Context: an optimization exercise on an open-source flow, tuned for small area and a short achievable clock period. The choices shown serve that exercise and are no tape-out recipe.
Only simulation tests tie the RTL to the original design; equivalence was not proved.
Power is estimated from default activity; no workload was simulated.

File: flow/config.mk
export PLATFORM = sky130hd
export DESIGN_NAME = mips32_top
export DESIGN_NICKNAME = mips32_top
export VERILOG_FILES = /design/flow/design.v
export SDC_FILE = /design/flow/constraint.sdc
export NUM_CORES = 4
export LEC_CHECK = 0
export CAP_MARGIN = 20
export CORE_MARGIN = 2
export CORE_UTILIZATION = 40
export SLEW_MARGIN = 20
File: flow/design.v
`timescale 1ns / 1ps
module sign_extend(input [15:0]in, output [31:0]out);
    assign out = {{16{in[15]}},in};
endmodule
`timescale 1ns / 1ps
module l_shift(in,out);
input [31:0]in;
output [31:0]out;
assign out = in << 2;
endmodule
`timescale 1ns / 1ps
module mux_32(a,b,sel,o);
    input [31:0]a,b;
    input sel;
    output reg [31:0]o;
    always@ (*)
        begin
            case (sel)
                0 : o = a;
                1 : o = b;
                default : o = a;
            endcase
        end
endmodule           
`timescale 1ns / 1ps
module p_mux(a,b,sel,o);
    input [4:0]a,b;
    input sel;
    output reg [4:0]o;
    always@ (*)
        begin
            case (sel)
                0 : o = a;
                1 : o = b;
                default : o = a;
            endcase
        end
endmodule
module operandmux(
    input [31:0]a,b,c,
    input [1:0]sel,
    output reg [31:0]o
);
    always@(*)
    begin
        case (sel)
            0 : o = a;
            1 : o = b;
            2 : o = c;
            default : o = a;
        endcase
    end    
endmodule
`timescale 1ns / 1ps
module alu_behaviour(a,b,o,op,zf,of);
input [31:0]a;
input [31:0]b;
input [2:0]op;
output reg zf,of;
output reg [31:0]o;
always@ (*)
begin
    o = 8'h00000000;
    case (op)
        0 : o = a + b;
        1 : o = a - b;
        2 : o = a * b;
        4 : o = a & b;
        5 : o = a | b;
        6 : o = a ^ b;
        7 : o = ~a & ~b;
    endcase
end
always@ (*)
begin
    zf = 1'b0;
    if (o == 32'h00000000)
        zf = 1'b1;
    else
        zf = 1'b0;
end
always@ (*)
begin
    of = 1'b0;
    if (o > 32)
        of = 1'b1;
    else
        of = 1'b0;
end
endmodule
`timescale 1ns / 1ps
module alu_decoder(funct,op,alc);
input [5:0]funct;
input [2:0]op;
output reg [2:0]alc;
always@ (*)
begin
    alc = 3'b000;
    case (op)
        3'b000 : alc = 3'b000;
        3'b001 : alc = 3'b001;
        3'b010 : begin
                    alc = 3'b000;
                    case (funct)
                        2 : alc = 3'b010;
                        32 : alc = 3'b000;
                        34 : alc = 3'b001;
                        36 : alc = 3'b100;
                        35 : alc = 3'b101;
                    endcase
                end
        3'b011 : alc = 3'b010;
        3'b100 : alc = 3'b100;
        3'b101 : alc = 3'b101;
        3'b110 : alc = 3'b110;
    endcase
end
endmodule
`timescale 1ns / 1ps
module main_decoder(opcode,sel1,sel2,sel3,we,we3,bre,brn,op,j,ofs,mrd,rst);
input rst;
input [5:0]opcode;
output reg sel1,sel2,sel3,we,we3,bre,brn,j,ofs,mrd;
output reg [2:0]op;
always@ (*)
begin
if (rst == 1'b1) begin
        sel1 = 1'b0;
sel2 = 1'b0;
sel3 = 1'b0;
we = 1'b0;
we3 = 1'b0;
bre = 1'b0;
brn = 1'b0;
j = 1'b0;
ofs = 1'b0;
op = 3'b000;
mrd = 1'b0;
end
else begin
        sel1 = 1'b0;
        sel2 = 1'b0;
        sel3 = 1'b0;
        we = 1'b0;
        we3 = 1'b0;
        bre = 1'b0;
        brn = 1'b0;
        j = 1'b0;
        ofs = 1'b0;
        op = 3'b000;
        mrd = 1'b0;
        case (opcode)
        0 : begin
                we3 = 1'b1;
                sel3 = 1'b1;
                sel1 = 1'b0;
                bre = 1'b0;
                brn = 1'b0;
                we = 1'b0;
                sel2 = 1'b0;
                op = 3'b010;
                j = 1'b0;
                ofs = 1'b0;
        end
        2 : begin
                we3 = 1'b0;
                sel3 = 1'b0;
                sel1 = 1'b0;
                bre = 1'b0;
                brn = 1'b0;
                we = 1'b0;
                sel2 = 1'b0;
                op = 3'b000;
                j = 1'b1;
                ofs = 1'b0;
        end
        4 : begin
                we3 = 1'b0;
                sel3 = 1'b0;
                sel1 = 1'b0;
                bre = 1'b1;
                brn = 1'b0;
                we = 1'b0;
                sel2 = 1'b0;
                op = 3'b001;
                j = 1'b0;
                ofs = 1'b0;
        end
        5 : begin
                we3 = 1'b0;
                sel3 = 1'b0;
                sel1 = 1'b0;
                bre = 1'b0;
                brn = 1'b1;
                we = 1'b0;
                sel2 = 1'b0;
                op = 3'b001;
                j = 1'b0;
                ofs = 1'b0;
        end
        8 : begin
                we3 = 1'b1;
                sel3 = 1'b0;
                sel1 = 1'b1;
                bre = 1'b0;
                brn = 1'b0;
                we = 1'b0;
                sel2 = 1'b0;
                op = 3'b000;
                j = 1'b0;
                ofs = 1'b1;
        end
        9 : begin
                we3 = 1'b1;
                sel3 = 1'b0;
                sel1 = 1'b1;
                bre = 1'b0;
                brn = 1'b0;
                we = 1'b0;
                sel2 = 1'b0;
                op = 3'b000;
                j = 1'b0;
                ofs = 1'b0;
        end
        12 : begin
                we3 = 1'b1;
                sel3 = 1'b0;
                sel1 = 1'b1;
                bre = 1'b0;
                brn = 1'b0;
                we = 1'b0;
                sel2 = 1'b0;
                op = 3'b100;
                j = 1'b0;
                ofs = 1'b0;
        end
        13 : begin
                we3 = 1'b1;
                sel3 = 1'b0;
                sel1 = 1'b1;
                bre = 1'b0;
                brn = 1'b0;
                we = 1'b0;
                sel2 = 1'b0;
                op = 3'b101;
                j = 1'b0;
                ofs = 1'b0;
        end
        14 : begin
                we3 = 1'b1;
                sel3 = 1'b0;
                sel1 = 1'b1;
                bre = 1'b0;
                brn = 1'b0;
                we = 1'b0;
                sel2 = 1'b0;
                op = 3'b110;
                j = 1'b0;
                ofs = 1'b0;
        end
        28 : begin
                we3 = 1'b1;
                sel3 = 1'b1;
                sel1 = 1'b0;
                bre = 1'b0;
                brn = 1'b0;
                we = 1'b0;
                sel2 = 1'b0;
                op = 3'b010;
                j = 1'b0;
                ofs = 1'b0;
        end
        35 : begin
                we3 = 1'b1;
                sel3 = 1'b0;
                sel1 = 1'b1;
                bre = 1'b0;
                brn = 1'b0;
                we = 1'b0;
                sel2 = 1'b1;
                op = 2'b000;
                j = 1'b0;
                ofs = 1'b0;
                mrd = 1'b1;
        end
        43 : begin
                we3 = 1'b0;
                sel3 = 1'b0;
                sel1 = 1'b1;
                bre = 1'b0;
                brn = 1'b0;
                we = 1'b1;
                sel2 = 1'b0;
                op = 2'b000;
                j = 1'b0;
                ofs = 1'b0;
        end
        endcase
end
end
endmodule
`timescale 1ns / 1ps
module control_unit(opcode,funct,we,we3,sel1,sel2,sel3,j,beq,bne,alc,ofs,mrd,rst);
input [5:0]opcode,funct;
input rst;
output we,we3,sel1,sel2,sel3,j,beq,bne,ofs,mrd;
output [2:0]alc;
wire [2:0]t1;
main_decoder M1 (.opcode(opcode),.sel1(sel1),.sel2(sel2),.sel3(sel3),.we(we),.we3(we3),
.bre(beq),.j(j),.op(t1),.ofs(ofs),.mrd(mrd),.brn(bne),.rst(rst));
alu_decoder A1 (.funct(funct),.op(t1),.alc(alc));
endmodule
`timescale 1ns / 1ps
module prog_counter(pci,pco,clk,stl,rst);
input [31:0]pci;
input clk,stl,rst;
output reg [31:0]pco;
always@ (posedge clk)
    begin
        if (rst == 1'b1) begin
            pco <= 32'b0;
        end
        else begin
            if (stl != 1'b1) begin
                pco <= pci;
            end
        end
    end
endmodule
`timescale 1ns / 1ps
module reg_file(a1,a2,a3,wd3,rd1,rd2,clk,we3,rst);
input [4:0]a1,a2,a3;
input [31:0]wd3;
input clk,we3,rst;
output reg [31:0]rd1;
output reg [31:0]rd2;
reg [31:0] mem [0:31];
integer i;
always@ (negedge clk)
    begin
        if (rst == 1'b1) begin
            for (i=0; i<32; i = i + 1) begin
                mem[i] <= 32'b0;
            end
            end
        else begin
            if (we3)
                mem[a3] <= wd3;
    end
    end
always @(*) begin
    if (a1 == 5'd0)
        rd1 = 32'b0;
    else
        rd1 = mem[a1];
    if (a2 == 5'd0)
        rd2 = 32'b0;
    else
        rd2 = mem[a2];
end
endmodule
module if_id(ar1,ar2,clk,ao1,ao2,flush,stall,nop,ar3,ao3,rst);
    input [31:0]ar1,ar2;
    input clk,nop,stall,flush,ar3,rst;
    output reg [31:0]ao1,ao2;
    output reg ao3;
    always@ (posedge clk)
    begin
        if (rst == 1'b1)begin
            ao1 <= 32'b0;
            ao2 <= 32'b0;
            ao3 <= 32'b0;
        end
        else begin
            if (flush == 1'b1) begin
            ao1 <= 32'b0;
            ao2 <= 32'b0;
            end
            else if (stall == 1'b0) begin
            ao1 <= ar1;
            ao2 <= ar2;
            ao3 <= ar3;
            end
        end
    end
endmodule
module id_ex(
    input [31:0]br1,br2,br3,br4,
    input [2:0]br5,
    input br6,br7,br8,br9,br10,br11,br15,br16,
    input clk,nop,rst,
    input [4:0]br12,br13,br14,
    output reg [31:0]bo1,bo2,bo3,bo4,
    output reg [2:0]bo5,
    output reg bo6,bo7,bo8,bo9,bo10,bo11,bo15,bo16,
    output reg [4:0]bo12,bo13,bo14
    );
    always@ (posedge clk)
    begin
        if (rst == 1'b1) begin
            bo1 <= 32'b0;
            bo2 <= 32'b0;
            bo3 <= 32'b0;
            bo4 <= 32'b0;
            bo5 <= 3'b0;
            bo6 <= 1'b0;
            bo7 <= 1'b0;
            bo8 <= 1'b0;
            bo9 <= 1'b0;
            bo10 <= 1'b0;
            bo11 <= 1'b0;
            bo12 <= 5'b0;
            bo13 <= 5'b0;
            bo14 <= 5'b0;
            bo15 <= 1'b0;
            bo16 <= 1'b0;
        end
        else begin
            if (nop == 1'b1) begin
            bo5 <= 2'b00;
            bo6 <= 1'b0;
            bo7 <= 1'b0;
            bo8 <= 1'b0;
            bo9 <= 1'b0;
            bo10 <= 1'b0;
            bo11 <= 1'b0;
            bo15 <= 1'b0;
            bo16 <= 1'b0;
        end
        else begin
            bo1 <= br1;
            bo2 <= br2;
            bo3 <= br3;
            bo4 <= br4;
            bo5 <= br5;
            bo6 <= br6;
            bo7 <= br7;
            bo8 <= br8;
            bo9 <= br9;
            bo10 <= br10;
            bo11 <= br11;
            bo12 <= br12;
            bo13 <= br13;
            bo14 <= br14;
            bo15 <= br15;
            bo16 <= br16;
        end
        end
    end
endmodule
module ex_mem(
    input [31:0]cr1,cr2,cr3,
    input [4:0]cr4,
    input cr5,cr6,cr7,
    input clk,rst,
    output reg [31:0]co1,co2,co3,
    output reg [4:0]co4,
    output reg co5,co6,co7
);
    always @(posedge clk) begin
        if (rst == 1'b1) begin
            co1 <= 32'b0;
            co2 <= 32'b0;
            co3 <= 32'b0;
            co4 <= 5'b0;
            co5 <= 1'b0;
            co6 <= 1'b0;
            co7 <= 1'b0;
        end
        else begin
            co1 <= cr1;
        co2 <= cr2;
        co3 <= cr3;
        co4 <= cr4;
        co5 <= cr5;
        co6 <= cr6;
        co7 <= cr7;
        end
    end
endmodule
module mem_wb(
    input [31:0]dr1,dr2,
    input [4:0]dr3,
    input dr4,dr5,
    input clk,rst,
    output reg [31:0]do1,do2,
    output reg [4:0]do3,
    output reg do4,do5
);
  always @(posedge clk) begin
    if (rst == 1'b1) begin
      do1 <= 32'b0;
      do2 <= 32'b0;
      do3 <= 5'b0;
      do4 <= 1'b0;
      do5 <= 1'b0;
    end
    else begin
      do1 <= dr1;
    do2 <= dr2;
    do3 <= dr3;
    do4 <= dr4;
    do5 <= dr5;
    end
  end  
endmodule
module stall_unit(
    input memr, clk,
    input [4:0]rs,rt,rtn,
    output reg nop,stall
);
    always @(posedge clk) begin
       if ((memr == 1'b1) && (rtn == rs || rtn == rt)) begin
        nop <= 1'b1;
        stall <= 1'b1;
        end 
        else begin
            nop <= 1'b0;
            stall <= 1'b0;
        end
    end
endmodule
module fwd_unit(
    input [4:0]rd1,rd2,rs,rt,
    input regw,clk,
    output reg [1:0]sel1mf,sel2mf
);
    always @(posedge clk) begin
        sel1mf <= 2'b00;
        sel2mf <= 2'b00;
        if ((regw == 1'b1) && (rd1 != 5'b00000 && rd1 == rs)) begin
            sel1mf <= 2'b10;
        end
        else if ((regw == 1'b1) && (rd2 != 5'b00000 && rd2 == rs)) begin
            sel1mf <= 2'b01;
        end
        if ((regw == 1'b1) && (rd1 != 5'b00000 && rd1 == rt)) begin
            sel2mf <= 2'b01;
        end
        else if ((regw == 1'b1) && (rd2 != 5'b00000 && rd2 == rt)) begin
            sel2mf <= 2'b10;
        end
    end
endmodule
module sbr_unit(
    input clk,bres,
    output reg flush
);
    always @(posedge clk) begin
        if (bres == 1'b1) begin
            flush <= 1'b1;
        end
        else begin
            flush <= 1'b0;
        end
    end
endmodule
module bht(
    input [3:0]ind,
    input [31:0]bta,
    input val,clk,br,rst,
    output reg taken,
    output [31:0]btp
);
reg [1:0] stat [0:15];
reg [31:0] btb [0:15];
assign btp = btb[ind];
always @(*) begin
    if (stat[ind] == 2'b10 || stat[ind] == 2'b11) begin
        taken = 1'b1;
    end
    else begin
        taken = 1'b0;
    end
end
integer i;
always @(posedge clk) begin
    if (rst == 1'b1) begin
        for (i = 0; i < 16; i = i + 1) begin
            stat[i] <= 2'b00;
            btb[i] <= 32'b0;
        end
    end
    else if (br == 1'b1) begin
        case (stat[ind])
                0 : begin
                        if (val == 1'b1) begin
                            stat[ind] <= 2'b01;
                        end
                        else begin
                            stat[ind] <= 2'b00;
                        end
                    end
                1 : begin
                        if (val == 1'b1) begin
                            stat[ind] <= 2'b10;
                        end
                        else begin
                            stat[ind] <= 2'b00;
                        end
                    end
                2 : begin
                        if (val == 1'b1) begin
                            stat[ind] <= 2'b11;
                            btb[ind] <= bta;
                        end
                        else begin
                            stat[ind] <= 2'b01;
                        end
                    end
                3 : begin
                        if (val != 1'b1) begin
                            stat[ind] <= 2'b10;
                        end
                        else begin
                            stat[ind] <= 2'b11;
                            btb[ind] <= bta;
                        end
                    end
        endcase
    end
end
endmodule
`timescale 1ns / 1ps
module mips32_top(clk,rst,imem_addr,imem_rdata,dmem_addr,dmem_wdata,dmem_we,dmem_rdata,
wb_we,wb_addr,wb_data,of);
input clk,rst;
output of;
output [31:0]imem_addr;
input [31:0]imem_rdata;
output [31:0]dmem_addr,dmem_wdata;
output dmem_we;
input [31:0]dmem_rdata;
output wb_we;
output [4:0]wb_addr;
output [31:0]wb_data;
wire we3,we,sel1,sel2,sel3,j,beq,bne,ofs,br6,br7,br8,br9,brval,taken,
br10,br11,cr5,cr6,cr7,cr8,dr4,dr5,memrd,flush,flush_id,flush_if,br15,zf,
selm,t1,stall,nop,ar3,br16,mispredict;
wire [2:0]op,br5;
wire [31:0]pc,instr,rdreg1,rdreg2,sim,alres1,alres2,alres3,d_out,m1r,m2r,m3r,
m4r,m5r,pro1,ar1,ar2,br1,br2,br3,br4,cr1,cr2,cr3,dr1,dr2,btp,opra,oprb;
wire [4:0]mr,br12,br13,br14,cr4,dr3;
wire [1:0]sel1mf,sel2mf;
wire [25:0] pro2;
assign brval = beq | bne;
assign pro2 = instr[25:0] << 2;
assign  of = ofs & t1;
assign imem_addr = pc;
assign instr = imem_rdata;
assign dmem_addr = cr1;
assign dmem_wdata = m2r;
assign dmem_we = cr7;
assign d_out = dmem_rdata;
assign wb_we = dr4;
assign wb_addr = dr3;
assign wb_data = m2r;
assign selm = ((~zf & br15)|(zf & br11));
assign mispredict = br16 ^ selm;
assign flush_id = nop | flush | mispredict;
assign flush_if = j | flush | mispredict;
prog_counter pc1 (.pco(pc),.clk(clk),.pci(m5r),.stl(stall),.rst(rst));
alu_behaviour a2 (.a(pc),.b(32'h00000004),.op(3'b000),.o(alres2));
l_shift l1 (.in(sim),.out(pro1));
alu_behaviour a3 (.a(pro1),.b(ar2),.op(3'b000),.o(alres3));
mux_32 m3 (.a(alres2),.b(btp),.sel(taken),.o(m3r));
mux_32 m4 (.a(m3r),.b(br4),.sel(mispredict),.o(m4r));
mux_32 m5 (.a(m4r),.b({alres2[31:28],pro2,2'b00}),.sel(j),.o(m5r));
p_mux p1 (.a(br12),.b(br13),.sel(br7),.o(mr));
reg_file rf1 (.a1(ar1[25:21]),.a2(ar1[20:16]),.a3(dr3),.rd1(rdreg1),
.rd2(rdreg2),.wd3(m2r),.clk(clk),.we3(dr4),.rst(rst));
sign_extend se1 (.in(ar1[15:0]),.out(sim));
mux_32 m1 (.a(br2),.b(br3),.sel(br6),.o(m1r));
alu_behaviour a1 (.a(opra),.b(oprb),.op(br5),.o(alres1),.zf(zf),.of(t1));
mux_32 m2 (.a(dr1),.b(dr2),.sel(dr5),.o(m2r));
control_unit c1 (.opcode(ar1[31:26]),.funct(ar1[5:0]),.we(we),.we3(we3),.rst(rst),
.sel1(sel1),.sel2(sel2),.sel3(sel3),.j(j),.alc(op),.beq(beq),.bne(bne),.ofs(ofs),.mrd(memrd));
if_id i1 (.ar1(instr),.ar2(alres2),.clk(clk),.ao1(ar1),.ao2(ar2),.flush(flush_if),.stall(stall),
.ar3(taken),.ao3(ar3),.rst(rst));
id_ex i2 (.br1(rdreg1),.br2(rdreg2),.br3(sim),.br4(alres3),.br5(op),.br6(sel1),.br7(sel3),
.br8(we3),.br9(sel2),.br10(we),.br11(beq),.br12(ar1[20:16]),.br13(ar1[15:11]),
.br14(ar1[25:21]),.br15(bne),.nop(flush_id),.clk(clk),.bo1(br1),.bo2(br2),.bo3(br3),.bo4(br4),
.bo5(br5),.bo6(br6),.bo7(br7),.bo8(br8),.bo9(br9),.bo10(br10),.bo11(br11),.bo12(br12),
.bo13(br13),.bo14(br14),.bo15(br15),.br16(ar3),.bo16(br16),.rst(rst));
ex_mem i3 (.cr1(alres1),.cr2(br2),.cr3(alres3),.cr4(mr),.cr5(br8),.cr6(br9),.cr7(br10),
.clk(clk),.co1(cr1),.co2(cr2),.co3(cr3),.co4(cr4),.co5(cr5),.co6(cr6),.co7(cr7),.rst(rst));
mem_wb i4 (.dr1(cr1),.dr2(d_out),.dr3(mr),.dr4(cr5),.dr5(cr6),.clk(clk),.do1(dr1),.do2(dr2),
.do3(dr3),.do4(dr4),.do5(dr5),.rst(rst));
stall_unit s1 (.rtn(br12),.rs(ar1[25:21]),.rt(ar1[20:16]),.nop(nop),.stall(stall),
.clk(clk),.memr(memrd));
fwd_unit f1 (.rd1(cr4),.rd2(dr3),.regw(dr4),.clk(clk),.rs(br14),.rt(br12),.sel1mf(sel1mf),
.sel2mf(sel2mf));
operandmux o1 (.a(br1),.b(m2r),.c(cr1),.sel(sel1mf),.o(opra));
operandmux o2 (.a(m1r),.b(cr1),.c(m2r),.sel(sel2mf),.o(oprb));
sbr_unit su1 (.clk(clk),.bres(selm),.flush(flush));
bht b1 (.ind(pc[3:0]),.clk(clk),.rst(rst),.val(selm),.br(brval),.bta(alres3),.taken(taken),.btp(btp));
endmodule
File: flow/run.sh
#!/bin/bash
# synth_recipe.tcl (not shown) runs the flow's synth.tcl, then flattens the netlist and writes it again
# the make line also repeats each setting of config.mk as NAME=value (left out here)
make -C /OpenROAD-flow-scripts/flow DESIGN_CONFIG=/design/flow/config.mk WORK_HOME=/design/flow/orfs CLKGATE_MAP_FILE= SYNTH_SCRIPT=/design/flow/synth_recipe.tcl finish
File: flow/constraint.sdc
create_clock -name core_clock -period 18.0 [get_ports {clk}]
set_input_delay 3.6000 -clock core_clock [delete_from_list [all_inputs] [get_ports {clk}]]
set_output_delay 3.6000 -clock core_clock [all_outputs]
set_load 0.01 [all_outputs]
==> results.toml <==
[run_status]
status = "no timing/DRC/antenna violations"

[timing]
fin_skew_ns = 0.157
drv_slew = 0
fin_crit_sh_pct = 88.7
relSlewSlack_pct = 20.5
max_clock_freq_mhz = 62.6
worst_slew_pin_slew_ns = 1.19
fin_crit_ns = 15.97
rsz0062_at_grt = "no"
fin_setup_tns_ns = 0
final-setup-viol-count = 0
hold_violations = 0

[clocking]
cts_resized = 0
clock_sinks = 1912
cts_hold_buf = 0
numCtsBuffers = 219
cts_tree = "done"
htreeDepth = 4
cts_root_buffer = "clkbuf_16"
clock_latency_ns = 0.94
clk_pin_slew_worst_paths_ns = 0.06
post-cts-setup-buffers = 0
clock_path_buffers = 4

[cells_and_area]
area_growth_pct = 15.0
layout.nets = 10700
postLayoutCoreUtil_pct = 46.3
layout_commonest_cell = "nor2_1"
mostFrequentLayoutCells = "1986 x nor2_1, 1568 x edfxtp_1, 1553 x inv_1"
drive_above_1_share_pct = 15.2
fill_cells = 25100

[setup_path]
cp.required_ns = 14.40
endpoint_kind = "primary output"
regToRegEndpoint = "b1.btb[3][5]"
crit_start = "f1.sel1mf[1]"
critPathLaunchType = "flop"
endpoint = "of"
cp_max_fo = 32
critPathMaxStageDelay_ns = 0.93
worstRegToRegCells = 37
arrival_ns = 12.37
crit_top_cell = "fa_1"
cp_slowest_cell = "dfxtp_2"
critPathKind = "flop to primary output"
r2r_slack_ns = 3.49
worstReg2RegStart = "f1.sel1mf[1]"

[logic_synthesis]
synthArstFlopShare_pct = 0
ys.flop_type = "edfxtp_1"
synth_top_area_share_pct = 42.3
yosys.area.top_type = "edfxtp_1"
synth_edf_count = 1568
synth.ff_latch_count = 1912
seq_area_frac_synth_pct = 48.5
syn_area_per_cell_sq_um = 12.1
synth_fp_nets = 9906
yosysUniqueCellTypes = 89
syn_inst = 9185
synth.cell_area_sq_mm = 0.111
ys_warn_count = 16
synth_area_leaders = "edfxtp_1 42%, mux4_2 16%, fa_1 7.4%"

[worst_hold_path]
worstHoldPathCells = 2
hold_path_class = "flop to flop"

[global_route]
grt_pass1_vias = 82200
grt_pass1_wl_mm = 540
grt_overflow = 0
grt_antenna_before_repair = 24
grt_use_total_pct = 25.8
grt_start_max_net_pins = 163

[floorplan]
initial_utilization_pct = 40.2
fp-row-count = 193
die_x_um = 532
die_h_um = 532
ioPinCount = 202
die_area_sq_mm = 0.283
core_sq_mm = 0.277

[flow_run]
drv_cap = 0

[detailed_routing]
firstDrtPassIters = 6
drt_iter0_drc = 9921
wirelength_mm = 371
routed_via_density = 5.78
drc = 0
detail_route.wl_per_cell_um = 26.7
final_antenna_net_count = 0
dr_total_vias = 80400

[power]
p_switching_mw = 5.88
ir_drop_uv = 90.0
switching_share_pct = 37.2
leakagePower_nw = 49.6
comb_power_share_pct = 31.1
cellInternalPower_mw = 9.93
p_clk_share_pct = 34.3
p_per_area_mw_per_mm2 = 123
pwr-share-seq_pct = 34.6

[placed_design]
dp_hpwl_mm = 245
globalplace.congestion = 0.939
io_buffer_count = 201
metrics by stage:
step	power [mW]	setup WS (ns)	hold WS (ns)	instance area (sq um)	instances
6_report	15.8	2.03	0.448	128000	13900
5_1_grt	16.6	1.55	0.465	128000	13900
4_1_cts	15.8	2.12	0.450	128000	13900
3_5_place_dp	10.7	1.94	0.442	117000	12500
3_3_place_gp	10.6	1.97	0.438	117000	12500
2_1_floorplan	8.83	3.33	0.414	111000	9185
synthesized netlist by cell type (all sizes together), types with 8 or more instances:
cell and instances:
nor2 1990, edfxtp 1568, mux4 810, nand2 698, clkbuf 616, inv 507, fa 410, dfxtp 344
a21oi 261, ha 245, mux2i 210, o21ai 166, buf 160, xnor2 145, and3 133, nor2b 119
nor3 92, nand2b 81, or3 76, nand3 73, xor2 59, mux2 45, o21a 39, a21o 33
a211oi 30, a31oi 27, and2 26, nand4 23, clkinv 18, nor4 17, o21bai 16, o211ai 15
or2 11, nor3b 9, a221oi 8, a22oi 8
registers in the layout (all words and copies together) (netlist names), 16 cells and up, named ones only:
| register | cells |
|---|---|
| b1.stat | 32 |
| i2.bo1 | 32 |
| i2.bo4 | 32 |
| b1.btb | 512 |
| i4.do1 | 32 |
| pc1.pco | 32 |
| i1.ao2 | 32 |
| i3.co1 | 32 |
| i4.do2 | 32 |
| i2.bo3 | 16 |
| i1.ao1 | 32 |
| i2.bo2 | 32 |
| rf1.mem | 1024 |
layer usage:
metal	global-route usage, %	vias up	routed length (um)
met2	40.5	4641	174000
met4	11.7	14	16000
li1	-	34200	-
met1	34.1	40700	143000
met3	5.89	753	38700
met5	0	-	91
worst min path at each step:
stage               startpoint         end
detailed placement  i2.bo1[16]  i2.bo1[16]
CTS                 i2.bo1[16]  i2.bo1[16]
floorplan               i2.bo8      i3.co5
global placement    i2.bo1[16]  i2.bo1[16]
finish              i2.bo1[16]  i2.bo1[16]
global route        i2.bo2[16]  i2.bo2[16]
area by class of cell:
type	instances	area [sq um]	share of cell area [%]
antenna	5	12.5	0.00976
clock buffer	249	5810	4.54
clock inverter	1170	5240	4.09
inverter	524	1970	1.54
multi-input combinational	5972	53100	41.5
sequential	1912	54000	42.2
tap	3705	4640	3.62
timing repair buffer	365	3320	2.59
cells by family after synthesis:
kind of cell,count (synthesis),share of synthesized area (%)
xor gates and xnor gates,207,1.66
adders and majority gates,659,10.2
and+or+nand+nor,3374,12.8
DFF,1912,48.5
muxes,1065,18.7
buffers and inverters,1301,4.53
AOI/OAI and AO/OA,667,3.62
worst max-delay path, delay by kind of cell, from the launching register on:
family	cells	cell delay, ns
fa+ha+maj	10	4.42
simple gates	4	0.98
compound gates	7	1.81
mux	3	1.10
flops	1	0.93
buf+inv	7	2.26
power by group through the flow:
stage,clock network (mW),registers [mW],logic [mW]
4_1_cts,5.49,5.47,4.86
3_5_place_dp,0.336,5.54,4.82
2_1_floorplan,0.336,5.30,3.20
5_1_grt,5.84,5.50,5.23
6_report,5.42,5.47,4.91
3_3_place_gp,0.336,5.53,4.78
